From an optimization exercise on the open Yosys and OpenROAD flow, aimed at small area; shortcuts taken in it are not production practice. Function was checked by simulation only, so behaviour that the tests miss may differ from the original. The clock cells of runs 2 and 4 to 7 come from the design's own scripts or RTL, not from TritonCTS. The flow treats the clock pin as an ideal source. Dropping or thinning the clock tree relies on that and would not hold on a real chip. Power figures rest on the tool's default switching activity, not on a simulated workload.

**flow/constraint.sdc**
```tcl
create_clock -name core_clock -period 90.0 [get_ports {clk}]
set_input_delay 18.0000 -clock core_clock [delete_from_list [all_inputs] [get_ports {clk}]]
set_output_delay 18.0000 -clock core_clock [all_outputs]
set_load 0.01 [all_outputs]
```
**flow/design.v**
```verilog
`timescale 1ns / 1ps
module uart (
    input        clk,
    input        reset,
    input        br_tick,
    input        ph2,
    output       tx,
    output [7:0] rx_data,
    output       rx_done,
    input        rx
);
    localparam R_IDLE = 8'h14, R_START = 8'h78;
    reg [7:0] p;
    reg [7:0] rd;
    wire [3:0] pb = p[7:4];
    wire r_wait = (pb == 4'd1);            
    assign rx_done = r_wait & ~p[2];
    assign rx_data = rd;
    always @(posedge clk, posedge reset) begin
        if (reset) p <= R_IDLE;
        else if (r_wait) p <= rx ? R_IDLE : R_START;
        else if (br_tick) p <= p + 8'd1;
    end
    always @(posedge clk) begin
        if (br_tick & pb[3] & (p[3:0] == 4'hf)) rd <= {rx, rd[7:1]};
    end
    localparam T_IDLE = 8'h11, T_START = 8'h70;
    reg [7:0] q;
    reg [7:0] td;
    reg       z;
    wire [3:0] qb = q[7:4];
    wire t_idle = (qb == 4'd1) & q[0];
    wire t_load = t_idle & rx_done;
    always @(posedge clk, posedge reset) begin
        if (reset) q <= T_IDLE;
        else if (t_idle) begin
            if (rx_done) q <= T_START;
        end else if (br_tick) q <= q + 8'd1;
    end
    always @(posedge clk) begin
        if (t_load) begin
            td <= rd;
            z  <= ~rx;
        end
    end
    assign tx = (qb == 4'd7) ? (ph2 & (q[3:0] == 4'd0)) : qb[3] ? (td[qb[2:0]] & ~z) : 1'b1;
endmodule
`timescale 1ns / 1ps
module top_counter_up_down (
    input        clk,
    input        reset,
    output [3:0] fndCom,
    output [7:0] fndFont,
    output       tx,
    input        rx
);
    wire        br_tick, scan_tick, ph2;
    wire [7:0]  rx_data;
    wire        rx_done;
    wire        en, clear_cmd, mode;
    wire [15:0] bcd;
    tick_gen U_TickGen (
        .clk      (clk),
        .reset    (reset),
        .br_tick  (br_tick),
        .scan_tick(scan_tick),
        .ph2      (ph2)
    );
    uart U_uart (
        .clk    (clk),
        .reset  (reset),
        .br_tick(br_tick),
        .ph2    (ph2),
        .tx     (tx),
        .rx_data(rx_data),
        .rx_done(rx_done),
        .rx     (rx)
    );
    control_unit U_ControlUnit (
        .clk    (clk),
        .reset  (reset),
        .rx_data(rx_data),
        .rx_done(rx_done),
        .en       (en),
        .clear_cmd(clear_cmd),
        .mode     (mode)
    );
    counter_bcd U_Counter (
        .clk  (clk),
        .reset(reset),
        .en       (en),
        .clear_cmd(clear_cmd),
        .mode     (mode),
        .bcd  (bcd)
    );
    fndController U_FndController (
        .clk      (clk),
        .reset    (reset),
        .scan_tick(scan_tick),
        .bcd      (bcd),
        .fndCom   (fndCom),
        .fndFont  (fndFont)
    );
endmodule
module control_unit (
    input            clk,
    input            reset,
    input      [7:0] rx_data,
    input            rx_done,
    output reg       en,
    output           clear_cmd,
    output reg       mode
);
    wire hi   = (rx_data[7:6] == 2'b01);
    wire is_r = hi && (rx_data[4:0] == 5'b10010);
    wire is_c = hi && (rx_data[4:0] == 5'b00011);
    wire is_m = hi && (rx_data[4:0] == 5'b01101);
    assign clear_cmd = rx_done & is_c & ~en;
    always @(posedge clk, posedge reset) begin
        if (reset) begin
            en   <= 1'b0;
            mode <= 1'b0;
        end else begin
            if (rx_done && is_m) mode <= ~mode;
            if (rx_done && is_r) en <= ~en;
        end
    end
endmodule
module counter_bcd (
    input             clk,
    input             reset,
    input             en,
    input             clear_cmd,
    input             mode,
    output reg [15:0] bcd
);
    reg [4:0] div;
    wire tick  = &div;
    wire clear = (div == 5'd0);
    always @(posedge clk, posedge reset) begin
        if (reset) begin
            div <= 5'd6;
        end else if (clear) begin
            div <= 5'd6;
        end else if (clear_cmd) begin
            div <= 5'd0;
        end else if (en) begin
            div <= (div + 5'd1) | {2'b00, {3{tick}}};
        end
    end
    wire step = en & tick;
    wire [3:0] t0, t1, t2, t3;
    wire c1, c2, c3, c4;
    bcd_digit_t U_D0 (.d(bcd[3:0]),   .dn(mode), .ci(step), .t(t0), .co(c1));
    bcd_digit_t U_D1 (.d(bcd[7:4]),   .dn(mode), .ci(c1),   .t(t1), .co(c2));
    bcd_digit_t U_D2 (.d(bcd[11:8]),  .dn(mode), .ci(c2),   .t(t2), .co(c3));
    bcd_digit_t U_D3 (.d(bcd[15:12]), .dn(mode), .ci(c3),   .t(t3), .co(c4));
    always @(posedge clk, posedge reset) begin
        if (reset) begin
            bcd <= 16'd0;
        end else if (clear) begin
            bcd <= 16'd0;
        end else begin
            bcd <= bcd ^ {t3, t2, t1, t0};
        end
    end
endmodule
module bcd_digit_t (
    input  [3:0] d,
    input        dn,
    input        ci,
    output [3:0] t,
    output       co
);
    wire [2:0] e = d[2:0] ^ {3{dn}};
    wire term = dn ? ~(d[3] | d[2] | d[1] | d[0]) : (d[3] & d[0]);
    assign co   = ci & term;
    assign t[0] = ci;
    assign t[1] = ci & e[0] & ~term;
    assign t[2] = ci & e[0] & e[1] & ~term;
    assign t[3] = ci & ((e[0] & e[1] & e[2]) | term);
endmodule
`timescale 1ns / 1ps
module tick_gen (
    input  clk,
    input  reset,
    output br_tick,
    output scan_tick,
    output ph2
);
    reg [3:0] c;
    always @(posedge clk, posedge reset) begin
        if (reset) c <= 4'd15;
        else if (c == 4'd9) c <= 4'd0;
        else if (c == 4'd15) c <= 4'd1;
        else c <= c + 4'd1;
    end
    assign scan_tick = (c == 4'd0);
    assign br_tick   = (c == 4'd0) | (c == 4'd5);
    assign ph2       = (c == 4'd2) | (c == 4'd7);
endmodule
module fndController (
    input         clk,
    input         reset,
    input         scan_tick,
    input  [15:0] bcd,
    output [ 3:0] fndCom,
    output [ 7:0] fndFont
);
    reg [1:0] sel;
    always @(posedge clk, posedge reset) begin
        if (reset) sel <= 2'd0;
        else if (scan_tick) sel <= sel + 2'd1;
    end
    wire [3:0] on = 4'b0001 << sel;
    assign fndCom = ~on;
    wire [3:0] dig = ({4{on[0]}} & bcd[3:0]) | ({4{on[1]}} & bcd[7:4]) |
                     ({4{on[2]}} & bcd[11:8]) | ({4{on[3]}} & bcd[15:12]);
    wire w = dig[3], x = dig[2], y = dig[1], z = dig[0];
    wire a_off = (~w & ~x & ~y & z) | (x & ~y & ~z);
    wire b_off = x & (y ^ z);
    wire c_off = ~x & y & ~z;
    wire d_off = a_off | (x & y & z);
    wire e_off = z | (x & ~y);
    wire f_off = (y & z) | (~w & ~x & (y | z));
    wire g_off = (~w & ~x & ~y) | (x & y & z);
    wire ones_lt5 = ~bcd[3] & ~(bcd[2] & (bcd[1] | bcd[0]));
    wire dp = ~((sel == 2'd1) & ones_lt5);
    assign fndFont = {dp, g_off, f_off, e_off, d_off, c_off, b_off, a_off};
endmodule
```
**flow/flow/remap1.abc**
```
strash
&get -n
&deepsyn -T 30
&put
dch -f
map -a
topo
```
**flow/config.mk**
```make
export PLATFORM = sky130hd
export DESIGN_NAME = top_counter_up_down
export DESIGN_NICKNAME = top_counter_up_down
export VERILOG_FILES = /design/flow/design.v
export SDC_FILE = /design/flow/constraint.sdc
export NUM_CORES = 4
export LEC_CHECK = 0
export ABC_AREA = 1
export CAP_MARGIN = 20
export CORE_MARGIN = 2
export CORE_UTILIZATION = 70
export SLEW_MARGIN = 20
```
**flow/flow/run.sh**
```bash
#!/bin/bash
# Own layout flow: the standard synthesis, then the combinational logic is
# re-mapped for area with a stronger ABC script (flip-flops kept as they are,
# checked by name, type and a combinational equivalence proof), then the standard flow's
# standard layout steps with smaller port buffers and no CTS dummy loads.
set -uo pipefail
W=$(pwd)
F=$W/flow
R=$W/orfs/results/$FLOW_PLATFORM/top_counter_up_down/base
LIB=$FLOW_HOME/platforms/$FLOW_PLATFORM/lib/sky130_fd_sc_hd__tt_025C_1v80.lib
DU=$(sed -n '/DONT_USE_CELLS +=/,/^#/p' $FLOW_HOME/platforms/$FLOW_PLATFORM/config.mk | tr -d '\\' | tr ' ' '\n' | grep '^sky130' | sed 's/^/-dont_use /' | tr '\n' ' ')

bash standard.sh synth > log_std_synth.txt 2>&1 || exit 1
cp $R/1_2_yosys.v $W/std_1_2_yosys.v

remap() { # in out abc_script
  cat > $2.ys <<EOC
read_liberty -ignore_miss_func $LIB
blackbox sky130_fd_sc_hd__df* sky130_fd_sc_hd__edf* sky130_fd_sc_hd__sdf* sky130_fd_sc_hd__dl*
read_verilog $1
hierarchy -top $FLOW_TOP
flatten
rename -hide w:_*
opt -purge
abc -script $3 -liberty $LIB $DU -D 90000
opt_clean -purge
hilomap -singleton -hicell sky130_fd_sc_hd__conb_1 HI -locell sky130_fd_sc_hd__conb_1 LO
tee -q -o $2.stat stat -liberty $LIB
select $FLOW_TOP
write_verilog -selected -noattr -noexpr -nohex -nodec $2
EOC
  yosys -q $2.ys > $2.log 2>&1
}

ffs() { grep -oE 'sky130_fd_sc_hd__(df|edf|sdf|dl)[a-z0-9_]*\s+\S+' $1 | awk '{print $1, $2}' | sort; }

check() { # candidate netlist: same flip-flops, combinationally equivalent
  ffs $W/std_1_2_yosys.v > $1.ffs_std
  ffs $1 > $1.ffs
  cmp -s $1.ffs_std $1.ffs || return 1
  python3 $F/cutff.py $W/std_1_2_yosys.v $1.gold_cut.v || return 1
  python3 $F/cutff.py $1 $1.gate_cut.v || return 1
  cat > $1.eq.ys <<EOC
read_liberty -ignore_miss_func $LIB
read_verilog $1.gold_cut.v
rename $FLOW_TOP gold
read_verilog $1.gate_cut.v
rename $FLOW_TOP gate
miter -equiv -flatten -make_assert gold gate m
hierarchy -top m
sat -verify -prove-asserts m
EOC
  yosys -q $1.eq.ys > $1.eq.log 2>&1
}

BEST=$W/std_1_2_yosys.v
if remap $W/std_1_2_yosys.v $W/remap1.v $F/remap1.abc && check $W/remap1.v; then
  BEST=$W/remap1.v
  if remap $W/remap1.v $W/remap2.v $F/remap2.abc && check $W/remap2.v; then
    a1=$(grep -oE "Chip area for module[^:]*: [0-9.]+" $W/remap1.v.stat | awk '{print $NF}')
    a2=$(grep -oE "Chip area for module[^:]*: [0-9.]+" $W/remap2.v.stat | awk '{print $NF}')
    if python3 -c "import sys; sys.exit(0 if float('$a2') < float('$a1') else 1)"; then BEST=$W/remap2.v; fi
  fi
fi
echo "netlist used: $BEST" > log_remap_choice.txt
if [[ $BEST != $W/std_1_2_yosys.v ]]; then
  cp $BEST $R/1_2_yosys.v
  rm -f $R/1_synth.odb $R/1_synth.sdc
fi

export BUFFER_PORTS_ARGS="-buffer_cell sky130_fd_sc_hd__buf_1"
export CTS_ARGS="-sink_clustering_enable -repair_clock_nets -dont_use_dummy_load"
bash standard.sh finish > log_std_finish.txt 2>&1
```
**flow/standard.sh**
```bash
#!/bin/bash
# synth_recipe.tcl (not shown) runs the flow's synth.tcl, then flattens the netlist and writes it again
# the make line also repeats each setting of config.mk as NAME=value (left out here)
make -C /OpenROAD-flow-scripts/flow DESIGN_CONFIG=/design/flow/config.mk WORK_HOME=/design/flow/orfs CLKGATE_MAP_FILE= SYNTH_SCRIPT=/design/flow/synth_recipe.tcl "${@:-finish}"
```
**flow/flow/remap2.abc**
```
strash
dch -f
amap
topo
```
**flow/flow/cutff.py**
```python
import re,sys
# cutff.py IN OUT: replace flip-flop instances by ports (Q -> input, other pins -> outputs)
v=open(sys.argv[1]).read()
ports=[];decl=[];assigns=[]
def repl(m):
    typ,name,body=m.group(1),m.group(2),m.group(3)
    key=re.sub(r'[^A-Za-z0-9_]','_',name.strip().lstrip('\\'))
    for p,n in re.findall(r'\.(\w+)\(([^()]*)\)',body):
        n=n.strip()
        if p=='CLK': continue
        pn=f'ff_{key}_{p}'
        ports.append(pn)
        if p in('Q','Q_N'):
            decl.append(f'  input {pn};'); assigns.append(f'  assign {n} = {pn} ;')
        else:
            decl.append(f'  output {pn};'); assigns.append(f'  assign {pn} = {n} ;')
    return ''
v=re.sub(r'(sky130_fd_sc_hd__(?:df|edf|sdf)\w*)\s+(\\\S+\s|\S+)\s*\((.*?)\);',repl,v,flags=re.S)
m=re.search(r'module\s+(\w+)\s*\(',v)
v=v[:m.end()]+', '.join(ports)+', '+v[m.end():]
i=v.index(';',m.end())+1
v=v[:i]+'\n'+'\n'.join(decl)+'\n'+v[i:]
j=v.rindex('endmodule')
v=v[:j]+'\n'.join(assigns)+'\n'+v[j:]
open(sys.argv[2],'w').write(v)
```
==> results.txt, run 1 <==
* Slowest CP cell: dfrtp_1
* Post-Syn Area at between 2000 and 3000 µm²
* # nets final at 355
* Max Slew Vio Count at 0
* # setup viols final at 0
* CTS max path bufs at 2
* Psw at 0.00956 mW
* Leakage power at 1.23 nW
* Vias per inst at around 6
* Post-route ant nets at 0
* Final Hold Fails at 0
* Reg power frac at about three fifths
* Clock-pin slew on the worst setup and hold paths at 0.05 ns
* H-tree depth at 3
* Skew final at 0.0155 ns
* CTS Root Cell: clkbuf_8
* Worst Setup Start Kind: flip-flop
* Max Fclk at roughly 49 MHz
* Worst min-delay path class: flip-flop to flip-flop
* # rows at 23
* Grt ovf at 0
* Routability Congestion at between 0.9 and 1
* Crit path kind: flip-flop to output pin
* VDD IR max at 15.4 µV
* CTS tree: built
* DR WL/cell at 15.5 µm
* Comb power frac at 1.4%
* Critical path arrival at 2.43 ns
* Syn Nets at roughly 330
* Routed Wire Length at roughly 6200 µm
* Die area at 4740 µm²
* Sw frac at 20.1%
* CP endpoint kind: output pin
* First-pass GRT wire length at ~10000 µm
* Die Wd at 68.9 µm
* CP dominant cell by count: nor2_1
* Layout Cells excl Fill at 400
* Maximum number of pins on one net before global-route repair at 34
* DRC viols at 0
* Fillers at 274
* Worst-Skew Late Latency at 0.33 ns
* Hpwl dp at 4590 µm
* Initial Util at 73.1%
* DRT Pass-1 Iters at 6
* TritonCTS Buffers at 9
* Fraction of layout cells with a size suffix above 1 at 6.29%
* Status: no timing/DRC/antenna violations
* Crit path max fanout at 7
* Data required, critical path at 72.00 ns
* I/O pin cnt at 16
* Total clock sinks at 62
* Die H at 68.9 µm
* Core Area at 4030 µm²
* MaxCap Viol Count at 0
* CP max stage delay at 0.43 ns
* Number of global-route vias before repair at 2270
* TNS Setup at 0 ns
* Hold Buf Count CTS at 0
* Setup Fix Bufs, Post-CTS at 0
* Ys Warns at 5
* Clk network pwr share at 37.5%
* Diodes inserted at 0
* RSZ-0062 raised after global routing: false
* I/O Buffers at 15
* Post-synthesis area per instance at 9.12 µm²
* Total power at roughly 0.048 mW
* Pwr Density at 14.8 nW/µm²
* Initial antenna violation count at 0
* Worst setup margin at 69.57 ns
* Post-route minimum period at 20.43 ns
* Total number of vias at 2457
* Cells after DPL at ~390
* Worst hold margin at 0.471 ns
* Cells along the critical path: clkinv_1 > nand2_1 > o22ai_1 > nor2_1 > nor2_1 > nor4_1 > a21oi_1 > a32o_1 > buf_1
* Slew Limit Headroom at 51.3%
* Initial drt markers at 260
* Post-synthesis cell count at 323
* Area Overhead vs Synth at 9.01%
* Pre-CTS setup slack at 69.98 ns
* Post-CTS sizing at 0
* GRT Util Overall at roughly 30%
* Int Pwr at between 0.03 and 0.04 mW
* Worst slew pin tran at ~0.73 ns
* Fin crit share at 22.7%
==> path summary, 6_finish.rpt <==
kind                                        start           endpoint  slack, ns  cells past startpoint
max                        U_FndController.sel[0]         fndFont[0]      69.57                      9
min                                   U_uart.q[1]        U_uart.q[1]       0.47                      1
max reg2reg                      U_ControlUnit.en  U_Counter.bcd[14]      85.39                     20
min reg2reg                           U_uart.q[1]        U_uart.q[1]       0.47                      1
max in group asynchronous                   reset        U_uart.p[2]      71.62                      3
min in group asynchronous                   reset   U_Counter.bcd[3]      17.59                      2
==> cell type report <==
cell class	count	area (µm²)	area share, %
Tap cell	50	62.6	1.95
Inverter	47	176	5.49
Clock buffer	9	124	3.86
Multi-Input combinational cell	214	1120	34.9
Sequential cell	62	1650	51.4
Timing Repair Buffer	18	78.8	2.46
==> power by group through the flow <==
stage	clock, mW	sequential, mW	combinational [mW]
global placement	0	0.0296	0.000668
global route	0.0191	0.0291	0.000789
CTS	0.0179	0.0291	0.000681
detailed placement	0	0.0296	0.000680
floorplan	0	0.0296	0.000456
finish	0.0178	0.0291	0.000658
==> cell usage in the layout, fill, tap and decap left out, drive strengths merged, types with 10 or more instances in the layout <==
cell type and count:
edfxtp 17, nand2 26, nor2 56, nor3 24, buf 18, clkinv 47
dfrtp 35, a21oi 13, o21ai 19, dfstp 10
==> per-stage QoR <==
| step | utilization [%] | area (µm²) |
|---|---|---|
| 2_1_floorplan | - | 2950 |
| 3_3_place_gp | 76.6 | 3090 |
| 3_5_place_dp | 76.6 | 3090 |
| 4_1_cts | 79.7 | 3210 |
| 5_1_grt | 79.7 | 3210 |
| 6_report | 79.7 | 3210 |
==> state kept, by name, summed over array words and instances (netlist names) <==
signal / flops
U_uart.z: 1
U_uart.rd: 8
U_ControlUnit.en: 1
U_Counter.div: 5
U_Counter.bcd: 16
U_FndController.sel: 2
U_uart.p: 8
U_uart.td: 8
U_uart.q: 8
U_ControlUnit.mode: 1
U_TickGen.c: 4
==> routing by layer <==
metal | share of wire (%) | wire length (µm) | GRT usage [%]
met1 | 43 | 2680 | 39.2
met2 | 47 | 2900 | 46.5
met3 | 6.6 | 412 | 5.68
met4 | 3.7 | 233 | 15.4
met5 | 0 | 0 | 0
==> worst max-delay path, delay by kind of cell, from the launching register on <==
kind | cells | cell delay, ns
simple gates | 4 | 0.90
compound gates | 3 | 0.51
flops | 1 | 0.43
buf+inv | 2 | 0.26
==> run 2: changes to the inputs <==
--- a/flow/flow/run.sh
+++ b/flow/flow/run.sh
@@ -70,4 +70,20 @@
 
 export BUFFER_PORTS_ARGS="-buffer_cell sky130_fd_sc_hd__buf_1"
 export CTS_ARGS="-sink_clustering_enable -repair_clock_nets -dont_use_dummy_load"
+bash standard.sh cts > log_std_cts.txt 2>&1 || exit 1
+
+# Clock distribution: NCLUST buffers fed by the clock port, each driving one
+# cluster of flip-flops; kept only if the estimated clock-pin slew is low.
+cp $R/4_cts.odb $W/4_cts_orfs.odb
+PLATFORM_DIR=$FLOW_HOME/platforms/$FLOW_PLATFORM IN_ODB=$R/4_cts.odb IN_SDC=$R/4_cts.sdc \
+  OUT_ODB=$W/4_cts_recluster.odb NCLUST=${NCLUST:-3} LEAF_CELL=${LEAF_CELL:-sky130_fd_sc_hd__clkbuf_16} \
+  openroad -no_init -exit $F/recluster.tcl > log_recluster.txt 2>&1
+slew=$(grep -oE "RECLUSTER: worst clock pin slew [0-9.e-]+" log_recluster.txt | awk '{print $NF}')
+if [[ -f $W/4_cts_recluster.odb && -n "$slew" ]] && python3 -c "import sys; sys.exit(0 if float('$slew') < 0.105 else 1)"; then
+  cp $W/4_cts_recluster.odb $R/4_cts.odb
+  echo "recluster used, slew $slew" >> log_remap_choice.txt
+else
+  echo "recluster not used ($slew)" >> log_remap_choice.txt
+fi
+
 bash standard.sh finish > log_std_finish.txt 2>&1
==> flow/flow/recluster.tcl (new file) <==
# Rebuild the clock distribution as K buffers fed by the clock port, each
# driving one cluster of clock sinks (k-means on sink locations).
set P $::env(PLATFORM_DIR)
read_lef $P/lef/sky130_fd_sc_hd.tlef
read_lef $P/lef/sky130_fd_sc_hd_merged.lef
read_liberty $P/lib/sky130_fd_sc_hd__tt_025C_1v80.lib
read_db $::env(IN_ODB)
read_sdc $::env(IN_SDC)
source $P/setRC.tcl
set K $::env(NCLUST)
set BUF $::env(LEAF_CELL)
set block [ord::get_db_block]
set clknet [$block findNet clk]
# collect the clock buffers (driven from clk, transitively) and the sinks
set bufs {}
set sinks {}
set front [list $clknet]
while {[llength $front]} {
  set n [lindex $front 0]; set front [lrange $front 1 end]
  foreach it [$n getITerms] {
    if {[$it isOutputSignal]} continue
    set inst [$it getInst]
    set m [[$inst getMaster] getName]
    if {[string match sky130_fd_sc_hd__clkbuf_* $m] || [string match sky130_fd_sc_hd__buf_* $m]} {
      lappend bufs $inst
      lappend front [[$inst findITerm X] getNet]
    } else {
      lappend sinks $it
    }
  }
}
puts "RECLUSTER: [llength $bufs] buffers, [llength $sinks] sinks"
# remove the old buffers and their nets
foreach it $sinks { $it disconnect }
foreach b $bufs {
  set on [[$b findITerm X] getNet]
  foreach it [$b getITerms] { if {[$it getNet] != "NULL"} { $it disconnect } }
  odb::dbInst_destroy $b
  if {$on != $clknet} { catch { odb::dbNet_destroy $on } }
}
# k-means on sink locations
set xs {}; set ys {}
foreach it $sinks { set bb [[$it getInst] getBBox]; lappend xs [expr {([$bb xMin]+[$bb xMax])/2.0}]; lappend ys [expr {([$bb yMin]+[$bb yMax])/2.0}] }
set n [llength $sinks]
set cx {}; set cy {}
set idx [lsort -real -indices $xs]
for {set k 0} {$k < $K} {incr k} { set j [lindex $idx [expr {int(($k+0.5)*$n/$K)}]]; lappend cx [lindex $xs $j]; lappend cy [lindex $ys $j] }
for {set iter 0} {$iter < 50} {incr iter} {
  set asg {}
  for {set i 0} {$i < $n} {incr i} {
    set best 0; set bd 1e30
    for {set k 0} {$k < $K} {incr k} { set d [expr {abs([lindex $xs $i]-[lindex $cx $k])+abs([lindex $ys $i]-[lindex $cy $k])}]; if {$d < $bd} {set bd $d; set best $k} }
    lappend asg $best
  }
  for {set k 0} {$k < $K} {incr k} { set sx 0; set sy 0; set c 0
    for {set i 0} {$i < $n} {incr i} { if {[lindex $asg $i]==$k} { set sx [expr {$sx+[lindex $xs $i]}]; set sy [expr {$sy+[lindex $ys $i]}]; incr c } }
    if {$c} { lset cx $k [expr {$sx/$c}]; lset cy $k [expr {$sy/$c}] } }
}
set master [[ord::get_db] findMaster $BUF]
for {set k 0} {$k < $K} {incr k} {
  set b [odb::dbInst_create $block $master "clkbuf_leaf_$k"]
  set net [odb::dbNet_create $block "clknet_leaf_$k"]
  $net setSigType CLOCK
  [$b findITerm A] connect $clknet
  [$b findITerm X] connect $net
  $b setLocation [expr {int([lindex $cx $k])}] [expr {int([lindex $cy $k])}]
  $b setPlacementStatus PLACED
  set c 0
  for {set i 0} {$i < $n} {incr i} { if {[lindex $asg $i]==$k} { [lindex $sinks $i] connect $net; incr c } }
  puts "RECLUSTER: buffer $k drives $c sinks"
}
detailed_placement
check_placement
set_propagated_clock [all_clocks]
estimate_parasitics -placement
set worst 0
foreach pin [get_pins */CLK] { set s [get_property $pin slew_max]; if {$s > $worst} {set worst $s} }
puts "RECLUSTER: worst clock pin slew $worst"
report_worst_slack -max
report_worst_slack -min
write_db $::env(OUT_ODB)
==> run 2 against run 1 <==
  * Die area did not move
  * Global-route usage shrank 1.5 points
  * Routed wire length decreased by 2.4%
  * Register-to-register slack about the same
  * Via count shrank 1.0%
  * Sequential share of layout area up 0.79 points
  * Clock skew grew 0.0053 ns
  * Critical path type unchanged
  * Final cell count shrank 1.5%
  * Critical path depth unchanged
==> results.txt, run 2 <==
* Critical path arrival at 2.23 ns (was 2.43 ns)
* Routed Wire Length at 6070 µm (was 6220 µm)
* Worst setup margin at 69.77 ns (was 69.57 ns)
* Most frequent cells in the layout: nor2_1, clkinv_1, dfrtp_1, nand2_1, nor3_1 (unchanged)
* Worst Setup Start Kind: flip-flop (unchanged)
* Crit path max fanout at 7 (unchanged)
* Most common cell after layout, fill and taps aside: nor2_1 (unchanged)
* VDD IR max at 21.8 µV (was 15.4 µV)
* TNS Setup at 0 ns (unchanged)
* RSZ-0062 raised after global routing: false (unchanged)
* Post-route ant nets at 0 (unchanged)
* Worst hold margin at 0.476 ns (was 0.471 ns)
* Grt ovf at 0 (unchanged)
* Total number of vias at 2432 (was 2457)
* Die Wd at 68.9 µm (unchanged)
* Number of global-route vias before repair at 2230 (was 2270)
* Worst min-delay path class: flip-flop to flip-flop (unchanged)
* Post-CTS sizing at 0 (unchanged)
* Post-synthesis cell count at 323 (unchanged)
* Multi-input gate area at 1120 µm² (unchanged)
* Top reg by flops: U_Counter.bcd (unchanged)
* Die H at 68.9 µm (unchanged)
* Clock-pin slew on the worst setup and hold paths at 0.09 ns (was 0.05 ns)
* Slew Limit Headroom at 51.1% (was 51.3%)
* Data required, critical path at 72.00 ns (about the same)
* Met1 WL at 2650 µm (was 2680 µm)
* Initial drt markers at 208 (was 260)
* Crit path kind: flip-flop to output pin (unchanged)
* Syn Nets at 326 (unchanged)
* Reg2Reg Depth at 20 (unchanged)
* DRC viols at 0 (unchanged)
* Hold Path Cell Cnt at 1 (unchanged)
* Vias per inst at 6.17 (was 6.14)
* DRT Pass-1 Iters at 6 (unchanged)
* Metal3 WL at 316 µm (was 412 µm)
* Hold Buf Count CTS at 0 (unchanged)
* Total clock sinks at 62 (unchanged)
* Pwr Density at 13.4 nW/µm² (was 14.8 nW/µm²)
* Skew final at 0.0207 ns (was 0.0155 ns)
* WL met2 at 2920 µm (was 2900 µm)
* HP Start: U_uart.q[1] (unchanged)
* Max Slew Vio Count at 0 (unchanged)
* Core Area at 4030 µm² (unchanged)
* Hpwl dp at 4590 µm (unchanged)
* Fraction of layout cells with a size suffix above 1 at 4.65% (was 6.29%)
* First-pass GRT wire length at 9830 µm (was 10100 µm)
* I/O pin cnt at 16 (unchanged)
* Status: no timing/DRC/antenna violations (unchanged)
* Initial antenna violation count at 0 (unchanged)
* GRT Util Overall at 28.1% (was 29.6%)
* Die area at 4740 µm² (unchanged)
* DR WL/cell at 15.4 µm (was 15.5 µm)
* Cells after DPL at 391 (unchanged)
* Register area at 1650 µm² (unchanged)
* Leakage power at 1.20 nW (was 1.23 nW)
* Fillers at 275 (was 274)
* Hold EP: U_uart.q[1] (unchanged)
* Post-Syn Area at 2950 µm² (unchanged)
* Post-synthesis area per instance at 9.12 µm² (unchanged)
* Routability Congestion at 0.963 (unchanged)
* Maximum number of pins on one net before global-route repair at 34 (unchanged)
* Worst-Skew Late Latency at 0.15 ns (was 0.33 ns)
* Max Fclk at 49.4 MHz (was 48.9 MHz)
* Flop2flop setup slack at 85.38 ns (was 85.39 ns)
* Post-route minimum period at 20.23 ns (was 20.43 ns)
* I/O Buffers at 15 (unchanged)
* MaxCap Viol Count at 0 (unchanged)
* Area Overhead vs Synth at 7.35% (was 9.01%)
* Diodes inserted at 0 (unchanged)
* Fin crit share at 22.5% (was 22.7%)
* # rows at 23 (unchanged)
* Worst slew pin tran at 0.731 ns (was 0.727 ns)
* Setup Fix Bufs, Post-CTS at 0 (unchanged)
* Largest register FFs at 16 (unchanged)
* Ys Warns at 5 (unchanged)
* CP endpoint kind: output pin (unchanged)
* Top Layer Used: met4 (unchanged)
* # setup viols final at 0 (unchanged)
* Layout Cells excl Fill at 394 (was 400)
* Final Hold Fails at 0 (unchanged)
* R2R Path End: U_Counter.bcd[14] (unchanged)
* Pre-CTS setup slack at 69.98 ns (unchanged)
* Initial Util at 73.1% (unchanged)
* FF-to-FF Start: U_ControlUnit.en (unchanged)
* # nets final at 349 (was 355)
-- run 2: final cells by class --
cell class / instances / area share [%]
multi-input cells: 214 / 35.4
repair buffers: 18 / 2.49
inverters: 47 / 5.58
plain buffers: 3 / 2.37
well taps: 50 / 1.98
flip-flops and latches: 62 / 52.2
-- run 2: metrics by stage --
| stage | instance area, µm² | total power, mW | utilization [%] |
|---|---|---|---|
| floorplan | 2950 | 0.0301 | - |
| global placement | 3090 | 0.0303 | 76.6 |
| detailed placement | 3090 | 0.0303 | 76.6 |
| CTS | 3210 | 0.0477 | 79.7 |
| global route | 3160 | 0.0437 | 78.5 |
| finish | 3160 | 0.0425 | 78.5 |
-- run 2: critical path, cell delays in order (launching register included) --
cell and delay [ns]:
dfrtp_1 0.43, clkinv_1 0.14, nand2_1 0.14, o22ai_1 0.11
nor2_1 0.26, nor2_1 0.12, nor4_1 0.36, a21oi_1 0.14
a32o_1 0.27, buf_1 0.12
-- run 2: metal layers --
metal | track usage, % | vias up
met4 | 12.0 | 0
met3 | 4.38 | 23
li1 | - | 1191
met5 | 0 | -
met1 | 37.3 | 1127
met2 | 46.2 | 91
-- run 2: worst max path at each step --
stage | startpoint | to | slack (ns) | cells after the start
2_1_floorplan | U_FndController.sel[0] | fndFont[0] | 70.17 | 9
3_3_place_gp | U_FndController.sel[0] | fndFont[0] | 70.16 | 10
3_5_place_dp | U_FndController.sel[0] | fndFont[0] | 69.98 | 9
4_1_cts | U_FndController.sel[0] | fndFont[0] | 69.63 | 9
5_1_grt | U_FndController.sel[0] | fndFont[0] | 69.59 | 10
6_report | U_FndController.sel[0] | fndFont[0] | 69.77 | 9
-- run 2: power by group --
| part | total, mW | switching, mW | internal (mW) |
|---|---|---|---|
| clock | 0.0127 | 0.00666 | 0.00606 |
| sequential | 0.0291 | 0.0000954 | 0.0290 |
| combinational | 0.000659 | 0.000510 | 0.000149 |
==> run 3: changes to the inputs <==
--- a/flow/config.mk
+++ b/flow/config.mk
@@ -8,5 +8,5 @@
 export ABC_AREA = 1
 export CAP_MARGIN = 20
 export CORE_MARGIN = 2
-export CORE_UTILIZATION = 70
+export CORE_UTILIZATION = 85
 export SLEW_MARGIN = 20
==> run 3 against run 2 <==
  * The run now fails in global placement (3_3_place_gp)
  * Synthesized cell count is the same
  * Synthesized area unchanged
==> results.txt, run 3 <==
* Error message: [ERROR GPL-0301] Utilization 101.062 % exceeds 100%.
* Status: aborted with a tool error (was no timing/DRC/antenna violations)
* Post-synthesis cell count at 323 (unchanged)
* Stopping stage: global placement (3_3_place_gp)
* Syn Nets at 326 (unchanged)
* Post-synthesis area per instance at 9.12 µm² (unchanged)
* Initial Util at 88.3% (was 73.1%)
* I/O Buffers at 15 (unchanged)
* # rows at 21 (was 23)
* I/O pin cnt at 16 (unchanged)
* Die Wd at 62.9 µm (was 68.9 µm)
* Post-Syn Area at 2950 µm² (unchanged)
* Ys Warns at 5 (unchanged)
* Die H at 62.9 µm (was 68.9 µm)
==> run 4: changes to the inputs <==
--- a/flow/config.mk
+++ b/flow/config.mk
@@ -6,7 +6,8 @@
 export NUM_CORES = 4
 export LEC_CHECK = 0
 export ABC_AREA = 1
-export CAP_MARGIN = 20
+export CAP_MARGIN = 0
 export CORE_MARGIN = 2
-export CORE_UTILIZATION = 85
-export SLEW_MARGIN = 20
+export CORE_UTILIZATION = 75
+export GPL_TIMING_DRIVEN = 0
+export SLEW_MARGIN = 0
==> run 4 against run 3 <==
  * The run now finishes clean
  * Synthesized cell count did not move
  * Synthesized area did not move
==> results.txt, run 4 <==
* Status: no timing/DRC/antenna violations (was aborted with a tool error)
* Post-Syn Area at 2950 µm² (unchanged)
* Fin area at 3150 µm²
* Die area at 4440 µm²
* Leakage power at 1.19 nW
* Total clock sinks at 62
* Initial antenna violation count at 0
* Hold Buf Count CTS at 0
* Worst setup margin at 69.61 ns
* Post-route ant nets at 0
* Routed Wire Length at 6320 µm
* Multi-input gate area at ~1100 µm²
* Crit path kind: flip-flop to output pin
* Pwr Density at about 13 nW/µm²
* RSZ-0062 raised after global routing: false
* FF-to-FF Start: U_Counter.div[4]
* Post-CTS sizing at 0
* Die H at 66.7 µm (was 62.9 µm)
* GRT Util Overall at between 30% and 40%
* Top reg by flops: U_Counter.bcd
* Max Fclk at a little under 50 MHz
* First-pass GRT wire length at 11000 µm
* Area Overhead vs Synth at 6.88%
* Clock-pin slew on the worst setup and hold paths at 0.09 ns
* Grt ovf at 0
* R2R Path End: U_Counter.bcd[14]
* Placed cell areas at about 3100 µm²
* Register area at 1650 µm²
* # nets final at 346
* Flop2flop setup slack at approximately 85 ns
* Hold Path Cell Cnt at 0
* MaxCap Viol Count at 0
* Maximum number of pins on one net before global-route repair at 46
* Worst slew pin tran at between 0.8 and 0.9 ns
* Initial drt markers at 311
* I/O Buffers at 15 (unchanged)
* # setup viols final at 0
* Post-synthesis cell count at 323 (unchanged)
* Diodes inserted at 0
* # rows at 22 (was 21)
* Skew final at 0.0182 ns
* HP Start: U_uart.rd[5]
* I/O pin cnt at 16 (unchanged)
* Max Slew Vio Count at 0
* VDD IR max at 13.0 µV
* Fin crit share at around 23%
* Hpwl dp at 4340 µm
* Crit path max fanout at 7
* Routability Congestion at between 0.8 and 0.9
* Fraction of layout cells with a size suffix above 1 at 4.69%
* Worst-Skew Late Latency at 0.15 ns
* Die Wd at 66.7 µm (was 62.9 µm)
* Reg2Reg Depth at 17
* Layout Utilization at ~85%
* Setup Fix Bufs, Post-CTS at 0
* Most common cell after layout, fill and taps aside: nor2_1
* Ys Warns at 5 (unchanged)
* Core Area at 3720 µm²
* Post-route minimum period at 20.39 ns
* Final Hold Fails at 0
* DRT Pass-1 Iters at 5
* Syn Nets at 326 (unchanged)
* Worst min-delay path class: flip-flop to flip-flop
* Most frequent cells in the layout: nor2_1, clkinv_1, dfrtp_1, nand2_1, nor3_1
* Number of global-route vias before repair at approximately 2400
* Worst hold margin at 0.474 ns
* Hold EP: U_uart.rd[4]
* DRC viols at 0
* Critical path arrival at 2.39 ns
* CP endpoint kind: output pin
* Pre-CTS setup slack at around 70 ns
* Worst Setup Start Kind: flip-flop
* Fillers at ~180
* Largest register FFs at 16
* Initial Util at 79.3% (was 88.3%)
* Slew Limit Headroom at 44.1%
* Vias per inst at roughly 6.3
* Post-synthesis area per instance at 9.12 µm² (unchanged)
* DR WL/cell at 16.2 µm
* TNS Setup at 0 ns
* Data required, critical path at 72.00 ns
* Total number of vias at 2455
-- run 4: critical path, stage by stage (launching register included) --
cell and delay (ns):
dfrtp_1 0.46, clkinv_1 0.14, nand2_1 0.17, o22ai_1 0.12, nor2_1 0.31, nor2_1 0.14
nor4_1 0.38, a21oi_1 0.14, a32o_1 0.27, buf_1 0.12
-- run 4: layout make-up --
cell class / count / area share (%)
buffer: 3 / 2.38
inverter: 47 / 5.64
multi-input combinational: 214 / 35.9
sequential: 62 / 52.4
tap: 48 / 1.91
timing repair buffer: 15 / 1.79
-- run 4: stage by stage --
stage | std cells | power, mW
2_1_floorplan | 323 | 0.0301
3_3_place_gp | 386 | 0.0303
3_5_place_dp | 386 | 0.0303
4_1_cts | 395 | 0.0477
5_1_grt | 389 | 0.0436
6_report | 389 | 0.0423
-- run 4: how the worst max path moves through the flow --
stage / from / to / slack, ns
3_5_place_dp: U_FndController.sel[0] / fndFont[0] / 69.86
2_1_floorplan: U_FndController.sel[0] / fndFont[0] / 70.17
3_3_place_gp: U_FndController.sel[0] / fndFont[0] / 69.95
4_1_cts: U_FndController.sel[0] / fndFont[0] / 69.50
6_report: U_FndController.sel[0] / fndFont[0] / 69.61
5_1_grt: U_FndController.sel[0] / fndFont[0] / 69.40
-- run 4: per-layer routing --
layer / wire length [µm] / vias up / GRT usage, %
met5: 0 / - / 0
met4: 116 / 0 / 12.0
met3: 406 / 13 / 4.05
met2: 3090 / 108 / 55.4
met1: 2710 / 1147 / 44.5
li1: - / 1187 / -
-- run 4: where the power goes --
group / switching [mW] / internal [mW] / leakage [nW] / total, mW
clock network: 0.00655 / 0.00605 / 0.0370 / 0.0126
registers: 0.000109 / 0.0290 / 0.713 / 0.0291
logic: 0.000497 / 0.000123 / 0.437 / 0.000621
==> run 5: changes to the inputs <==
--- a/flow/design.v
+++ b/flow/design.v
@@ -13,7 +13,7 @@
     reg [7:0] p;
     reg [7:0] rd;
     wire [3:0] pb = p[7:4];
-    wire r_wait = (pb == 4'd1);            
+    wire r_wait = ~pb[3] & ~pb[1] & pb[0];    
     assign rx_done = r_wait & ~p[2];
     assign rx_data = rd;
     always @(posedge clk, posedge reset) begin
@@ -29,7 +29,7 @@
     reg [7:0] td;
     reg       z;
     wire [3:0] qb = q[7:4];
-    wire t_idle = (qb == 4'd1) & q[0];
+    wire t_idle = ~qb[3] & ~qb[1] & qb[0] & q[0];
     wire t_load = t_idle & rx_done;
     always @(posedge clk, posedge reset) begin
         if (reset) q <= T_IDLE;
@@ -43,7 +43,7 @@
             z  <= ~rx;
         end
     end
-    assign tx = (qb == 4'd7) ? (ph2 & (q[3:0] == 4'd0)) : qb[3] ? (td[qb[2:0]] & ~z) : 1'b1;
+    assign tx = (~qb[3] & qb[1]) ? (ph2 & (q[3:0] == 4'd0)) : qb[3] ? (td[qb[2:0]] & ~z) : 1'b1;
 endmodule
 `timescale 1ns / 1ps
 module top_counter_up_down (
@@ -136,7 +136,7 @@
 );
     reg [4:0] div;
     wire tick  = &div;
-    wire clear = (div == 5'd0);
+    wire clear = ~(div[4] | div[3] | div[1]);    
     always @(posedge clk, posedge reset) begin
         if (reset) begin
             div <= 5'd6;
@@ -189,15 +189,15 @@
     output ph2
 );
     reg [3:0] c;
-    always @(posedge clk, posedge reset) begin
-        if (reset) c <= 4'd15;
-        else if (c == 4'd9) c <= 4'd0;
-        else if (c == 4'd15) c <= 4'd1;
+    wire c10 = c[3] & c[1];
+    always @(posedge clk, posedge reset) begin
+        if (reset) c <= 4'd0;
+        else if (c10) c <= 4'd1;
         else c <= c + 4'd1;
     end
-    assign scan_tick = (c == 4'd0);
-    assign br_tick   = (c == 4'd0) | (c == 4'd5);
-    assign ph2       = (c == 4'd2) | (c == 4'd7);
+    assign scan_tick = c10;
+    assign br_tick   = c10 | (c[2] & ~c[1] & c[0]);           
+    assign ph2       = ~c[3] & c[1] & ~(c[2] ^ c[0]);        
 endmodule
 module fndController (
     input         clk,
==> run 5 against run 4 <==
  * Synthesized cell count fell by 4.0%
  * Critical path type unchanged
  * Largest cell class unchanged
  * Register-to-register slack improved by 0.27 ns
  * Largest power group unchanged
  * Synthesized area fell by 1.9%
  * Critical endpoint unchanged
==> results.txt, run 5 <==
* FF-to-FF Start: U_Counter.div[4] (unchanged)
* # setup viols final at 0 (unchanged)
* Crit path max fanout at 5 (was 7)
* Routed Wire Length at 5660 µm (was 6320 µm)
* MaxCap Viol Count at 0 (unchanged)
* DR WL/cell at 15.0 µm (was 16.2 µm)
* Total power at 0.0429 mW (was 0.0423 mW)
* Core Area at 3690 µm² (was 3720 µm²)
* Post-Syn Area at 2890 µm² (was 2950 µm²)
* Worst min-delay path class: flip-flop to flip-flop (unchanged)
* I/O pin cnt at 16 (unchanged)
* Die area at 4360 µm² (was 4440 µm²)
* DRC viols at 0 (unchanged)
* Number of global-route vias before repair at 2200 (was 2380)
* Grt ovf at 0 (unchanged)
* Syn Nets at 313 (was 326)
* Status: no timing/DRC/antenna violations (unchanged)
* Initial antenna violation count at 0 (unchanged)
* Vias per inst at 6.18 (was 6.31)
* First-pass GRT wire length at 9580 µm (was 11000 µm)
* HP Start: U_uart.rd[5] (unchanged)
* Worst slew pin tran at 0.904 ns (was 0.834 ns)
* Post-route ant nets at 0 (unchanged)
* Post-route minimum period at 20.65 ns (was 20.39 ns)
* Fin crit share at 22.9% (was 22.7%)
* Fillers at 189 (was 184)
* Post-synthesis area per instance at 9.32 µm² (was 9.12 µm²)
* Slew Limit Headroom at 39.4% (was 44.1%)
* Die Wd at 66.1 µm (was 66.7 µm)
* Data required, critical path at 72.00 ns (about the same)
* Worst Setup Start Kind: flip-flop (unchanged)
* Routability Congestion at 0.856 (was 0.896)
* Most common cell after layout, fill and taps aside: nor2_1 (unchanged)
* Setup Fix Bufs, Post-CTS at 0 (unchanged)
* Fin area at 3090 µm² (was 3150 µm²)
* GRT Util Overall at 28.8% (was 33.0%)
* Hold EP: U_uart.rd[4] (unchanged)
* Skew final at 0.0173 ns (was 0.0182 ns)
* Multi-input gate area at 1070 µm² (was 1130 µm²)
* Post-synthesis cell count at 310 (was 323)
* Total number of vias at 2322 (was 2455)
* Flop2flop setup slack at 85.75 ns (was 85.48 ns)
* Initial drt markers at 200 (was 311)
* Leakage power at 1.18 nW (was 1.19 nW)
* Clock-pin slew on the worst setup and hold paths at 0.09 ns (about the same)
* RSZ-0062 raised after global routing: false (unchanged)
* VDD IR max at 13.0 µV (about the same)
* Reg2Reg Depth at 17 (unchanged)
* Post-CTS sizing at 0 (unchanged)
* Largest register FFs at 16 (unchanged)
* Placed cell areas at 3010 µm² (was 3060 µm²)
* Total clock sinks at 62 (unchanged)
* Diodes inserted at 0 (unchanged)
* Critical path arrival at 2.65 ns (was 2.39 ns)
* Area Overhead vs Synth at 6.84% (was 6.88%)
* Crit path kind: flip-flop to output pin (unchanged)
* Hold Path Cell Cnt at 0 (unchanged)
* Worst-Skew Late Latency at 0.15 ns (about the same)
* # rows at 22 (unchanged)
* Top reg by flops: U_Counter.bcd (unchanged)
* Register area at 1640 µm² (was 1650 µm²)
* Max Slew Vio Count at 0 (unchanged)
* Pwr Density at 13.9 nW/µm² (was 13.4 nW/µm²)
* Max Fclk at 48.4 MHz (was 49.0 MHz)
* # nets final at 333 (was 346)
* Initial Util at 78.3% (was 79.3%)
* Most frequent cells in the layout: nor2_1, clkinv_1, dfrtp_1, nand2_1, nor3_1 (unchanged)
* Ys Warns at 5 (unchanged)
* Final Hold Fails at 0 (unchanged)
* DRT Pass-1 Iters at 5 (unchanged)
* Hpwl dp at 4130 µm (was 4340 µm)
* Die H at 66.1 µm (was 66.7 µm)
* Layout Utilization at 83.7% (was 84.7%)
* Fraction of layout cells with a size suffix above 1 at 3.35% (was 4.69%)
* Hold Buf Count CTS at 0 (unchanged)
* Worst setup margin at 69.35 ns (was 69.61 ns)
* CP endpoint kind: output pin (unchanged)
* I/O Buffers at 15 (unchanged)
* R2R Path End: U_Counter.bcd[13] (was U_Counter.bcd[14])
* Maximum number of pins on one net before global-route repair at 46 (unchanged)
* TNS Setup at 0 ns (unchanged)
* Pre-CTS setup slack at 69.60 ns (was 69.86 ns)
==> run 5: critical path, cell delays in order, from the launching register on <==
cell and delay, ns:
dfrtp_1 0.40, clkinv_1 0.12, nor2_1 0.27, clkinv_1 0.22, o221ai_1 0.46, clkinv_1 0.17
nor2_1 0.19, a21oi_1 0.08, a21oi_1 0.18, o21ai_0 0.14, nor2_1 0.11, buf_1 0.16
==> run 5: worst max-delay path by stage <==
stage / from / end / depth (start not counted)
2_1_floorplan: U_FndController.sel[0] / fndFont[0] / 10
3_3_place_gp: U_FndController.sel[0] / fndFont[0] / 11
3_5_place_dp: U_FndController.sel[0] / fndFont[0] / 11
4_1_cts: U_FndController.sel[0] / fndFont[0] / 11
5_1_grt: U_FndController.sel[0] / fndFont[0] / 11
6_report: U_FndController.sel[0] / fndFont[0] / 11
==> run 5: cell type report <==
cell class,instances,area share (%)
tap,48,1.95
inverter,47,5.76
timing repair buffer,15,1.82
multi-input combinational,201,34.8
buffer,3,2.43
sequential,62,53.3
==> run 5: report_power, final <==
| part | internal (mW) | switching, mW | leakage, nW | total [mW] |
|---|---|---|---|---|
| registers | 0.0292 | 0.000193 | 0.731 | 0.0293 |
| clock network | 0.00606 | 0.00658 | 0.0370 | 0.0126 |
| logic | 0.000241 | 0.000626 | 0.411 | 0.000867 |
==> run 5: stage by stage <==
stage               instances  hold slack (ns)
floorplan                 310            0.421
global placement          373            0.436
detailed placement        373            0.451
CTS                       382            0.456
global route              376            0.501
finish                    376            0.482
==> run 5: layer usage <==
layer	vias up	share of wire [%]	track usage (%)
li1	1136	-	-
met1	1092	44	39.5
met2	85	49	48.9
met3	9	5.3	4.60
met4	0	1.4	6.38
met5	-	0	0
==> run 6: changes to the inputs <==
--- a/flow/flow/run.sh
+++ b/flow/flow/run.sh
@@ -53,15 +53,19 @@
   yosys -q $1.eq.ys > $1.eq.log 2>&1
 }
 
+# deepsyn with a few seeds in parallel, each followed by an area re-mapping;
+# the smallest netlist that passes the checks is used
 BEST=$W/std_1_2_yosys.v
-if remap $W/std_1_2_yosys.v $W/remap1.v $F/remap1.abc && check $W/remap1.v; then
-  BEST=$W/remap1.v
-  if remap $W/remap1.v $W/remap2.v $F/remap2.abc && check $W/remap2.v; then
-    a1=$(grep -oE "Chip area for module[^:]*: [0-9.]+" $W/remap1.v.stat | awk '{print $NF}')
-    a2=$(grep -oE "Chip area for module[^:]*: [0-9.]+" $W/remap2.v.stat | awk '{print $NF}')
-    if python3 -c "import sys; sys.exit(0 if float('$a2') < float('$a1') else 1)"; then BEST=$W/remap2.v; fi
-  fi
-fi
+for S in 1 2 3 4; do
+  printf 'strash\n&get -n\n&deepsyn -T 30 -S %s\n&put\ndch -f\nmap -a\ntopo\n' $S > $W/deepsyn$S.abc
+  ( remap $W/std_1_2_yosys.v $W/remap_s$S.v $W/deepsyn$S.abc && remap $W/remap_s$S.v $W/remap_s${S}_a.v $F/amap.abc ) &
+done
+wait
+for cand in $(for f in $W/remap_s?.v $W/remap_s?_a.v; do
+                [[ -f $f.stat ]] && echo "$(grep -oE 'Chip area for module[^:]*: [0-9.]+' $f.stat | awk '{print $NF}') $f"
+              done | sort -n | awk '{print $2}'); do
+  if check $cand; then BEST=$cand; break; fi
+done
 echo "netlist used: $BEST" > log_remap_choice.txt
 if [[ $BEST != $W/std_1_2_yosys.v ]]; then
   cp $BEST $R/1_2_yosys.v
==> flow/flow/amap.abc (new file) <==
strash
dch -f
amap
topo
removed: flow/flow/remap1.abc
removed: flow/flow/remap2.abc
==> run 6 against run 5 <==
  * Still clean on timing, DRC and antenna
  * Critical path depth decreased by 1
  * Worst hold slack got worse by 0.019 ns
  * Synthesized area decreased by 0.61%
  * Final area decreased by 0.57%
  * Routed wire length increased by 9.4%
  * Largest power group unchanged
==> results.txt, run 6 <==
* Worst path bufs/invs at 4 (unchanged)
* Total number of vias at 2417 (was 2322)
* Clock-pin slew on the worst setup and hold paths at 0.09 ns (about the same)
* Vias per inst at 6.36 (was 6.18)
* I/O pin cnt at 16 (unchanged)
* Post-synthesis area per instance at 9.14 µm² (was 9.32 µm²)
* Routed Wire Length at 6190 µm (was 5660 µm)
* Worst Setup Start Kind: flip-flop (unchanged)
* Die area at 4340 µm² (was 4360 µm²)
* Post-Syn Area at 2870 µm² (was 2890 µm²)
* Number of global-route vias before repair at 2213 (was 2200)
* DRT Pass-1 Iters at 5 (unchanged)
* Total power at 0.0432 mW (was 0.0429 mW)
* Leakage power at 1.18 nW (about the same)
* Core Area at 3660 µm² (was 3690 µm²)
* I/O Buffers at 15 (unchanged)
* Slew Limit Headroom at 43.7% (was 39.4%)
* Most frequent cells in the layout: clkinv_1, nor2_1, dfrtp_1, nand2_1, o21ai_0 (was nor2_1, clkinv_1, dfrtp_1, nand2_1, nor3_1)
* Max Slew Vio Count at 0 (unchanged)
* Register area at 1640 µm² (unchanged)
* CP dominant cell by count: clkinv_1
* Routability Congestion at 0.884 (was 0.856)
* # rows at 22 (unchanged)
* Initial Util at 78.4% (was 78.3%)
* Diodes inserted at 0 (unchanged)
* Total clock sinks at 62 (unchanged)
* Initial drt markers at 255 (was 200)
* Die Wd at 65.9 µm (was 66.1 µm)
* Critical path arrival at 2.42 ns (was 2.65 ns)
* Ys Warns at 5 (unchanged)
* Largest register FFs at 16 (unchanged)
* # nets final at 337 (was 333)
* Die H at 65.9 µm (was 66.1 µm)
* Fraction of layout cells with a size suffix above 1 at 3.31% (was 3.35%)
* GRT Util Overall at 31.1% (was 28.8%)
* Crit path max fanout at 5 (unchanged)
* Crit-path leading delay family: compound AO/OA/AOI/OAI gates (unchanged)
* Status: no timing/DRC/antenna violations (unchanged)
* CP endpoint kind: output pin (unchanged)
* Data required, critical path at 72.00 ns (about the same)
* # setup viols final at 0 (unchanged)
* Setup Fix Bufs, Post-CTS at 0 (unchanged)
* Syn Nets at 317 (was 313)
* Grt ovf at 0 (unchanged)
* Pre-CTS setup slack at 69.82 ns (was 69.60 ns)
* Max Fclk at 49.0 MHz (was 48.4 MHz)
* Worst setup margin at 69.58 ns (was 69.35 ns)
* Hpwl dp at 4210 µm (was 4130 µm)
* Multi-input gate area at 1010 µm² (was 1070 µm²)
* Initial antenna violation count at 0 (unchanged)
* Cells along the critical path: clkinv_1 > nand2_1 > o22ai_1 > a221oi_1 > clkinv_1 > a21oi_1 > a21oi_1 > o21ai_0 > clkinv_1 > buf_1 (was clkinv_1 > nor2_1 > clkinv_1 > o221ai_1 > clkinv_1 > nor2_1 > a21oi_1 > a21oi_1 > o21ai_0 > nor2_1 > buf_1)
* DR WL/cell at 16.3 µm (was 15.0 µm)
* Crit path kind: flip-flop to output pin (unchanged)
* Post-synthesis cell count at 314 (was 310)
* Post-CTS sizing at 0 (unchanged)
* Cells after DPL at 377 (was 373)
* VDD IR max at 16.1 µV (was 13.0 µV)
* Top reg by flops: U_Counter.bcd (unchanged)
* MaxCap Viol Count at 0 (unchanged)
* DRC viols at 0 (unchanged)
* Maximum number of pins on one net before global-route repair at 46 (unchanged)
* Area Overhead vs Synth at 6.88% (was 6.84%)
* Worst min-delay path class: flip-flop to flip-flop (unchanged)
* CP max stage delay at 0.41 ns (was 0.46 ns)
* Fin crit share at 22.7% (was 22.9%)
* Worst slew pin tran at 0.839 ns (was 0.904 ns)
* RSZ-0062 raised after global routing: false (unchanged)
* Fillers at 197 (was 189)
* Layout Utilization at 83.8% (was 83.7%)
* Skew final at 0.0137 ns (was 0.0173 ns)
* Slowest CP cell: dfrtp_1 (was o221ai_1)
* Hold Buf Count CTS at 0 (unchanged)
* Post-route minimum period at 20.42 ns (was 20.65 ns)
* Post-route ant nets at 0 (unchanged)
* TNS Setup at 0 ns (unchanged)
* First-pass GRT wire length at 10300 µm (was 9580 µm)
* Worst-Skew Late Latency at 0.15 ns (about the same)
* Most common cell after layout, fill and taps aside: clkinv_1 (was nor2_1)
* Final Hold Fails at 0 (unchanged)
* Pwr Density at 14.1 nW/µm² (was 13.9 nW/µm²)
* Layout Cells excl Fill at 380 (was 376)
## run 6: final cells by class
type / instances / area share [%]
Timing Repair Buffer: 15 / 1.83
Multi-Input combinational cell: 193 / 32.9
Inverter: 59 / 7.26
Sequential cell: 62 / 53.6
Buffer: 3 / 2.45
Tap cell: 48 / 1.96
## run 6: per-layer routing
| layer | track usage, % | wire (µm) |
|---|---|---|
| met2 | 52.8 | 3130 |
| met5 | 0 | 0 |
| met4 | 8.33 | 112 |
| met3 | 3.92 | 382 |
| met1 | 42.8 | 2560 |
## run 6: worst paths after layout
kind / depth (start not counted) / from / endpoint / slack, ns
max: 10 / U_FndController.sel[0] / fndFont[3] / 69.58
min: 0 / U_uart.rd[5] / U_uart.td[5] / 0.46
max reg2reg: 28 / U_ControlUnit.en / U_Counter.bcd[11] / 85.65
min reg2reg: 0 / U_uart.rd[5] / U_uart.td[5] / 0.46
max in group asynchronous: 2 / reset / U_TickGen.c[2] / 71.60
min in group asynchronous: 2 / reset / U_FndController.sel[0] / 17.94
## run 6: per-stage QoR
step                      area [µm²]  hold WS, ns
final                           3070        0.463
after global routing            3070        0.476
after CTS                       3110        0.441
after detailed placement        2990        0.443
after global placement          2990        0.431
after floorplan                 2870        0.421
## run 6: power by group
part | internal, mW | leakage, nW | total (mW) | switching (mW)
Combinational | 0.000286 | 0.411 | 0.00107 | 0.000782
Clock | 0.00606 | 0.0370 | 0.0127 | 0.00660
Sequential | 0.0292 | 0.735 | 0.0294 | 0.000225
==> run 7: changes to the inputs <==
--- a/flow/flow/run.sh
+++ b/flow/flow/run.sh
@@ -76,18 +76,22 @@
 export CTS_ARGS="-sink_clustering_enable -repair_clock_nets -dont_use_dummy_load"
 bash standard.sh cts > log_std_cts.txt 2>&1 || exit 1
 
-# Clock distribution: NCLUST buffers fed by the clock port, each driving one
-# cluster of flip-flops; kept only if the estimated clock-pin slew is low.
 cp $R/4_cts.odb $W/4_cts_orfs.odb
-PLATFORM_DIR=$FLOW_HOME/platforms/$FLOW_PLATFORM IN_ODB=$R/4_cts.odb IN_SDC=$R/4_cts.sdc \
-  OUT_ODB=$W/4_cts_recluster.odb NCLUST=${NCLUST:-3} LEAF_CELL=${LEAF_CELL:-sky130_fd_sc_hd__clkbuf_16} \
-  openroad -no_init -exit $F/recluster.tcl > log_recluster.txt 2>&1
-slew=$(grep -oE "RECLUSTER: worst clock pin slew [0-9.e-]+" log_recluster.txt | awk '{print $NF}')
-if [[ -f $W/4_cts_recluster.odb && -n "$slew" ]] && python3 -c "import sys; sys.exit(0 if float('$slew') < 0.105 else 1)"; then
-  cp $W/4_cts_recluster.odb $R/4_cts.odb
-  echo "recluster used, slew $slew" >> log_remap_choice.txt
-else
-  echo "recluster not used ($slew)" >> log_remap_choice.txt
-fi
+: > log_recluster.txt
+for cfg in "4 sky130_fd_sc_hd__buf_6" "3 sky130_fd_sc_hd__buf_8" "4 sky130_fd_sc_hd__buf_8" "3 sky130_fd_sc_hd__clkbuf_16"; do
+  set -- $cfg
+  rm -f $W/4_cts_recluster.odb
+  echo "== $cfg" >> log_recluster.txt
+  PLATFORM_DIR=$FLOW_HOME/platforms/$FLOW_PLATFORM IN_ODB=$W/4_cts_orfs.odb IN_SDC=$R/4_cts.sdc \
+    OUT_ODB=$W/4_cts_recluster.odb NCLUST=$1 LEAF_CELL=$2 \
+    openroad -no_init -exit $F/recluster.tcl >> log_recluster.txt 2>&1
+  slew=$(grep -oE "RECLUSTER: worst clock pin slew [0-9.e-]+" log_recluster.txt | tail -1 | awk '{print $NF}')
+  if [[ -f $W/4_cts_recluster.odb && -n "$slew" ]] && python3 -c "import sys; sys.exit(0 if float('$slew') < 0.108 else 1)"; then
+    cp $W/4_cts_recluster.odb $R/4_cts.odb
+    echo "recluster used: $cfg, slew $slew" >> log_remap_choice.txt
+    break
+  fi
+  echo "recluster $cfg not used ($slew)" >> log_remap_choice.txt
+done
 
 bash standard.sh finish > log_std_finish.txt 2>&1
--- a/flow/flow/recluster.tcl
+++ b/flow/flow/recluster.tcl
@@ -45,12 +45,21 @@
 set cx {}; set cy {}
 set idx [lsort -real -indices $xs]
 for {set k 0} {$k < $K} {incr k} { set j [lindex $idx [expr {int(($k+0.5)*$n/$K)}]]; lappend cx [lindex $xs $j]; lappend cy [lindex $ys $j] }
-for {set iter 0} {$iter < 50} {incr iter} {
-  set asg {}
+set cap [expr {int(ceil(double($n)/$K))}]
+for {set iter 0} {$iter < 30} {incr iter} {
+  # balanced assignment: nearest free centre, closest pairs first
+  set pairs {}
   for {set i 0} {$i < $n} {incr i} {
-    set best 0; set bd 1e30
-    for {set k 0} {$k < $K} {incr k} { set d [expr {abs([lindex $xs $i]-[lindex $cx $k])+abs([lindex $ys $i]-[lindex $cy $k])}]; if {$d < $bd} {set bd $d; set best $k} }
-    lappend asg $best
+    for {set k 0} {$k < $K} {incr k} {
+      set dx [expr {[lindex $xs $i]-[lindex $cx $k]}]; set dy [expr {[lindex $ys $i]-[lindex $cy $k]}]
+      lappend pairs [list [expr {$dx*$dx+$dy*$dy}] $i $k]
+    }
+  }
+  set asg [lrepeat $n -1]; set cnt [lrepeat $K 0]
+  foreach pr [lsort -real -index 0 $pairs] {
+    lassign $pr d i k
+    if {[lindex $asg $i] >= 0 || [lindex $cnt $k] >= $cap} continue
+    lset asg $i $k; lset cnt $k [expr {[lindex $cnt $k]+1}]
   }
   for {set k 0} {$k < $K} {incr k} { set sx 0; set sy 0; set c 0
     for {set i 0} {$i < $n} {incr i} { if {[lindex $asg $i]==$k} { set sx [expr {$sx+[lindex $xs $i]}]; set sy [expr {$sy+[lindex $ys $i]}]; incr c } }
==> run 7 against run 6 <==
  * Sequential cell count unchanged
  * Combinational power about the same
  * Clock power decreased by 19%
  * Worst hold slack about the same
  * Still clean on timing, DRC and antenna
  * Largest power group unchanged
  * Clock skew fell by 0.0081 ns
  * Die area stayed put
  * Routed wire length is 4.0% lower
  * Synthesized area unchanged
  * Register-to-register slack better by 0.04 ns
  * Global-route usage is 0.41 points lower
==> results.txt, run 7 <==
* Data required, critical path at 72.00 ns (about the same)
* First-pass GRT wire length at 10000 µm (was 10300 µm)
* Largest register FFs at 16 (unchanged)
* Worst-Skew Late Latency at 0.13 ns (was 0.15 ns)
* Post-synthesis cell count at 314 (unchanged)
* Syn Nets at 317 (unchanged)
* Crit path kind: flip-flop to output pin (unchanged)
* Die area at 4340 µm² (unchanged)
* Status: no timing/DRC/antenna violations (unchanged)
* Register area at 1640 µm² (unchanged)
* I/O pin cnt at 16 (unchanged)
* Final Hold Fails at 0 (unchanged)
* Layout Utilization at 83.0% (was 83.8%)
* Max Fclk at 49.0 MHz (about the same)
* Most common cell after layout, fill and taps aside: clkinv_1 (unchanged)
* Hpwl dp at 4210 µm (unchanged)
* Post-Syn Area at 2870 µm² (unchanged)
* DRT Pass-1 Iters at 5 (unchanged)
* Die Wd at 65.9 µm (unchanged)
* Critical path arrival at 2.40 ns (was 2.42 ns)
* Worst path bufs/invs at 4 (unchanged)
* Top reg by flops: U_Counter.bcd (unchanged)
* Max Slew Vio Count at 0 (unchanged)
* MaxCap Viol Count at 0 (unchanged)
* Post-route ant nets at 0 (unchanged)
* Slew Limit Headroom at 42.8% (was 43.7%)
* Initial Util at 78.4% (unchanged)
* Area Overhead vs Synth at 5.84% (was 6.88%)
* Hold Buf Count CTS at 0 (unchanged)
* Fillers at 203 (was 197)
* Vias per inst at 6.26 (was 6.36)
* Slowest CP cell: a221oi_1 (was dfrtp_1)
* Grt ovf at 0 (unchanged)
* Number of global-route vias before repair at 2246 (was 2213)
* Post-synthesis area per instance at 9.14 µm² (unchanged)
* # rows at 22 (unchanged)
* GRT Util Overall at 30.7% (was 31.1%)
* # setup viols final at 0 (unchanged)
* Worst setup margin at 69.60 ns (was 69.58 ns)
* Ys Warns at 5 (unchanged)
* Fraction of layout cells with a size suffix above 1 at 3.60% (was 3.31%)
* Multi-input gate area at 1010 µm² (unchanged)
* TNS Setup at 0 ns (unchanged)
* Cells along the critical path: clkinv_1 > nand2_1 > o22ai_1 > a221oi_1 > clkinv_1 > a21oi_1 > a21oi_1 > o21ai_0 > clkinv_1 > buf_1 (unchanged)
* # nets final at 338 (was 337)
* Worst Setup Start Kind: flip-flop (unchanged)
* DRC viols at 0 (unchanged)
* Die H at 65.9 µm (unchanged)
* Pwr Density at 13.4 nW/µm² (was 14.1 nW/µm²)
* Initial drt markers at 193 (was 255)
* Diodes inserted at 0 (unchanged)
* Clock-pin slew on the worst setup and hold paths at 0.10 ns (was 0.09 ns)
* CP endpoint kind: output pin (unchanged)
* DR WL/cell at 15.6 µm (was 16.3 µm)
* Skew final at 0.00566 ns (was 0.0137 ns)
* Most frequent cells in the layout: clkinv_1, nor2_1, dfrtp_1, nand2_1, o21ai_0 (unchanged)
* Crit path max fanout at 5 (unchanged)
* VDD IR max at 14.2 µV (was 16.1 µV)
* Worst min-delay path class: flip-flop to flip-flop (unchanged)
* Post-CTS sizing at 0 (unchanged)
* Fin crit share at 22.7% (about the same)
* CP max stage delay at 0.41 ns (about the same)
* Routed Wire Length at 5940 µm (was 6190 µm)
* Setup Fix Bufs, Post-CTS at 0 (unchanged)
* Core Area at 3660 µm² (unchanged)
* CP dominant cell by count: clkinv_1 (unchanged)
* I/O Buffers at 15 (unchanged)
* Total clock sinks at 62 (unchanged)
* Routability Congestion at 0.884 (unchanged)
* Worst slew pin tran at 0.853 ns (was 0.839 ns)
* Initial antenna violation count at 0 (unchanged)
* Leakage power at 1.17 nW (was 1.18 nW)
* Post-route minimum period at 20.40 ns (was 20.42 ns)
* RSZ-0062 raised after global routing: false (unchanged)
* Total number of vias at 2385 (was 2417)
* Placed cell areas at 2990 µm² (unchanged)
* Crit-path leading delay family: compound AO/OA/AOI/OAI gates (unchanged)
* Fin area at 3040 µm² (was 3070 µm²)
* Pre-CTS setup slack at 69.82 ns (unchanged)
* Maximum number of pins on one net before global-route repair at 46 (unchanged)
-- run 7: layout make-up --
| type | instances | area share [%] |
|---|---|---|
| well taps | 48 | 1.98 |
| flip-flops and latches | 62 | 54.1 |
| multi-input cells | 193 | 33.3 |
| inverters | 59 | 7.33 |
| repair buffers | 15 | 1.85 |
| plain buffers | 4 | 1.48 |
-- run 7: worst paths after layout --
path,cells after the start,slack [ns],start,end
max,10,69.60,U_FndController.sel[0],fndFont[3]
min,0,0.46,U_uart.rd[5],U_uart.rd[4]
max reg2reg,28,85.69,U_ControlUnit.en,U_Counter.bcd[11]
min reg2reg,0,0.46,U_uart.rd[5],U_uart.rd[4]
max in group asynchronous,2,71.59,reset,U_uart.p[6]
min in group asynchronous,2,17.95,reset,U_uart.q[1]
-- run 7: worst register-to-register path: cells and delay by family (launching register included) --
family                 cells  cell delay [ns]
and+or+nand+nor           16             2.23
AOI/OAI and AO/OA          6             0.81
buffers and inverters      6             0.76
DFF                        1             0.41
-- run 7: power breakdown --
group	switching [mW]	internal [mW]	total, mW
clock network	0.00667	0.00358	0.0103
registers	0.000222	0.0292	0.0294
logic	0.000776	0.000286	0.00106
total	0.00767	0.0331	0.0408
-- run 7: through the flow --
step | total power, mW | hold slack (ns) | std cells
3_5_place_dp | 0.0311 | 0.443 | 377
3_3_place_gp | 0.0310 | 0.431 | 377
4_1_cts | 0.0484 | 0.441 | 386
6_report | 0.0408 | 0.463 | 381
5_1_grt | 0.0420 | 0.480 | 381
2_1_floorplan | 0.0307 | 0.421 | 314
-- run 7: per-layer routing --
| metal | vias up | GRT usage, % | routed length, µm |
|---|---|---|---|
| met4 | 0 | 10.4 | 108 |
| met3 | 16 | 5.79 | 391 |
| met1 | 1136 | 41.4 | 2540 |
| met5 | - | 0 | 0 |
| li1 | 1128 | - | - |
| met2 | 105 | 50.4 | 2900 |

==> port drivers added, routing unchanged <==
Ports are ideal in the flow. The routed layouts listed here were re-timed in OpenROAD.
Step 1 sets driving cells, clkbuf_16 on the clock port and buf_2 on the other inputs (assumed; they add their load-dependent delay and slew).
Step 2 adds t to the input delays and takes it off the output delays; t is the mean of the earliest and latest rising clock arrival at the registers after step 1. Input paths then give back, and output paths get back, about the clock's delay inside the block.
Slacks: ideal ports / drivers / drivers and shift; pairs: ideal ports / drivers.
run | t, ns | setup slack, ns | hold WS [ns] | clock arrival spread, ns | cell pins on the clock port's net
run 1 | 0.352 | 69.570 / 69.542 / 69.894 | 0.471 / 0.471 / 0.471 | 0.016 / 0.016 | 1
run 2 | 0.200 | 69.773 / 69.716 / 69.916 | 0.476 / 0.476 / 0.476 | 0.022 / 0.022 | 3
run 4 | 0.206 | 69.611 / 69.549 / 69.755 | 0.474 / 0.474 / 0.474 | 0.018 / 0.018 | 3
run 5 | 0.205 | 69.354 / 69.294 / 69.499 | 0.482 / 0.482 / 0.482 | 0.018 / 0.017 | 3
run 6 | 0.201 | 69.577 / 69.519 / 69.720 | 0.463 / 0.463 / 0.463 | 0.014 / 0.014 | 3
run 7 | 0.185 | 69.599 / 69.541 / 69.726 | 0.463 / 0.463 / 0.463 | 0.006 / 0.007 | 4
After both steps every run listed still meets setup and hold.
